What follows belongs to an exercise in optimizing a design on an open flow for a short achievable clock period and few clock cycles; a production flow would make more cautious choices.
Function was checked by simulation only, so behaviour that the tests miss may differ from the original.
The flow treats the clock pin as an ideal source, which a real chip does not have.
No activity file was given, so power comes from the tool's default toggle rates.

== build 91 ==
==> flow/design.v (excerpt) <==
module MIPS_TOP (
   input  wire        clk,
   input  wire        rst,
   output wire [31:0] imem_addr,
   input  wire [31:0] imem_rdata,
   output wire [31:0] dmem_addr,
   output wire [31:0] dmem_wdata,
   output wire        dmem_we,
   input  wire [31:0] dmem_rdata
);
  localparam NF = 8;    
  reg  [31:0] pc;           
  reg  [31:0] pc_o;         
  reg  [31:0] pc_prev;      
  reg         src_seq;      
  reg         src_ent;      
  reg  [2:0]  src_idx;      
  reg         src_sb, src_full;
  reg         d_valid;      
  reg         flushd;       
  reg  [31:0] d_ir;
  reg  [31:0] d_pc;
  reg  [31:0] d_pc4;        
  reg         d_isbeq;
  reg         d_isj;
  reg  [31:0] d_ca [0:3];   
  reg  [31:0] d_cb [0:3];   
  reg  [3:0]  d_ha, d_hb;   
  reg         d_wa, d_wb;   
  reg         d_w2a, d_w2b;  
  reg         d_bub;        
  reg  [31:0] w_res;        
  reg  [31:1] w_wsel;       
  reg         w_wk;
  reg  [4:0]  w_rd;
  reg  [31:0] w2_res;       
  reg         d_fa, d_fb;   
  reg         d_sb;         
  reg  [4:0]  d_sb_k;
  reg         d_sb_dep;
  reg         d_sb_pt;      
  reg  [9:0]  d_sb_alt;     
  reg         x_wen;        
  reg  [4:0]  x_rd;
  reg  [31:1] x_wsel;       
  reg         x_lw;
  reg         x_we;         
  reg  [4:0]  x_aluop;      
  reg  [31:0] x_a, x_b;
  reg  [31:0] x_addr;
  reg  [31:0] x_wd;
  reg  [31:0] x_pc;
  reg         x_kill;       
  reg         x_beq;        
  reg  [31:0] x_tgt;        
  reg         x_sb;         
  reg         x_sb_pt, x_sb_dep;
  reg  [31:0] x_sk;         
  reg  [31:0] rf [1:31];
  reg  [NF-1:0] ft_v;
  reg  [NF-1:0] ft_sb;      
  reg  [NF-1:0] ft_full;    
  reg  [NF-1:0] ft_dep;     
  reg  [9:0]    ft_tag [0:NF-1];
  reg  [9:0]    ft_tt  [0:NF-1];    
  reg  [9:0]    ft_nt  [0:NF-1];    
  reg  [4:0]    ft_k   [0:NF-1];    
  reg  [1:0]    ft_ctr [0:NF-1];
  reg  [2:0]    ft_ptr;
  reg           ln_v;
  reg  [1:0]    ln_kind;    
  ...
Settings: LEC_CHECK=0, CAP_MARGIN=30, CORE_MARGIN=2, CORE_UTILIZATION=35, PLACE_DENSITY=0.5, SETUP_SLACK_MARGIN=5, SLEW_MARGIN=30; clock period 10.5 ns.
standard.sh (not shown) runs the stock make flow with config.mk's settings and CLKGATE_MAP_FILE= SYNTH_SCRIPT=/design/flow/synth_recipe.tcl, a recipe that flattens the netlist after the stock synthesis.
==> flow/flow/run.sh <==
#!/bin/bash
set -o pipefail
here=$(pwd)
export MY_ABC_SCRIPT="$here/flow/map.abc"
bash standard.sh SYNTH_SCRIPT="$here/flow/synth.tcl" ADDER_MAP_FILE= \
  SETUP_SLACK_MARGIN=7.4 POST_CTS_TCL="$here/flow/cts_post.tcl" \
  MAX_REPAIR_ANTENNAS_ITER_DRT=10 \
  finish > standard_flow.log 2>&1
==> flow/flow/cts_post.tcl <==
set block [ord::get_db_block]
set clk [$block findNet clk]
set iterms [$clk getITerms]
if {[llength $iterms] == 1} {
  set root [[lindex $iterms 0] getInst]
  set out ""
  foreach it [$root getITerms] {
    if {[$it isOutputSignal]} { set out [$it getNet] }
  }
  set sinks {}
  foreach it [$out getITerms] {
    if {[$it getInst] ne $root} { lappend sinks $it }
  }
  puts "clock root [$root getName] drives [llength $sinks] pins"
  if {[llength $sinks] <= 4 && [llength [$out getBTerms]] == 0} {
    foreach it $sinks {
      $it disconnect
      $it connect $clk
    }
    odb::dbInst_destroy $root
    odb::dbNet_destroy $out
    puts "clock root buffer removed"
    estimate_parasitics -placement
    repair_timing_helper
    detailed_placement
    check_placement -verbose
  }
}
==> flow/flow/map.abc <==
strash
dch -f
map -D 800
buffer -c
upsize -D 800
dnsize -D 800
stime -p
==> flow/flow/synth.tcl <==
# The standard flow's synthesis script (synth_recipe.tcl) with one change: the final ABC
# technology mapping in ORFS's synth.tcl uses flow/map.abc (delay-driven
# "map") instead of ORFS's abc_speed script. Registers are not affected.
proc synth {args} { yosys synth -nofsm -noshare {*}$args }
proc abc {args} {
  set i [lsearch -exact $args -script]
  if {$i >= 0} { set args [lreplace $args $i [expr {$i + 1}] -script $::env(MY_ABC_SCRIPT)] }
  yosys abc {*}$args
}
source $::env(SCRIPTS_DIR)/synth.tcl
# left out here: clear keep_hierarchy, flatten, clean up, hide names made inside functions, write 1_2_yosys.v
Testbench counts of build 91, summed over its fixed seeds: cycles 47,934.
For trial 19, these inputs were changed with respect to build 91:
- swapping 0.5 for 0.45 in PLACE_DENSITY
- swapping 35 for 30 in CORE_UTILIZATION
diff --git a/flow/flow/run.sh b/flow/flow/run.sh
--- a/flow/flow/run.sh
+++ b/flow/flow/run.sh
@@ -6,3 +6,2 @@
   SETUP_SLACK_MARGIN=7.4 POST_CTS_TCL="$here/flow/cts_post.tcl" \
-  MAX_REPAIR_ANTENNAS_ITER_DRT=10 \
   finish > standard_flow.log 2>&1
## What came out
Diff build 91 -> trial 19 | number of buffers other than clock buffers in the final layout | down by more than 10%. Of the two values seen for launch point of the worst path, imem_rdata[23] was produced by build 91 and x_a[8]$_DFF_P_ by trial 19. The clock power share in trial 19 sits 0.5 points above the value recorded for build 91. Trial 19 ends up with a via count of the first global-routing pass that is 1,414 lower than in build 91.

-- afterwards: timing with drivers on the ports --
No port has a modelled driver above. Below, the same layouts with a new extraction and two added sets of constraints.
Step 1: set_driving_cell puts a clkbuf_16 on clk and a buf_2 on each other input, an assumption about the parent block.
Step 2, shift: input delay + t, output delay - t, t = (earliest + latest rising clock arrival at the registers) / 2. This alone moves slack from input paths to output paths.
Slacks: no drivers / after step 1 / after step 2; pairs: no drivers / after step 1.
| run | t, ns | setup WS [ns] | worst setup path at the end | worst register clock-pin slew, ns |
|---|---|---|---|---|
| build 91 | 0.914 | 7.062 / 6.958 / 6.188 | input to register | 0.07 / 0.07 |
| trial 19 | 0.882 | 7.013 / 6.940 / 6.407 | input to register | 0.07 / 0.07 |
After both steps setup and hold are still met in every run listed. For build 91, which loses most, drivers alone change the setup slack by -0.104 ns; drivers and shift together by -0.874 ns.
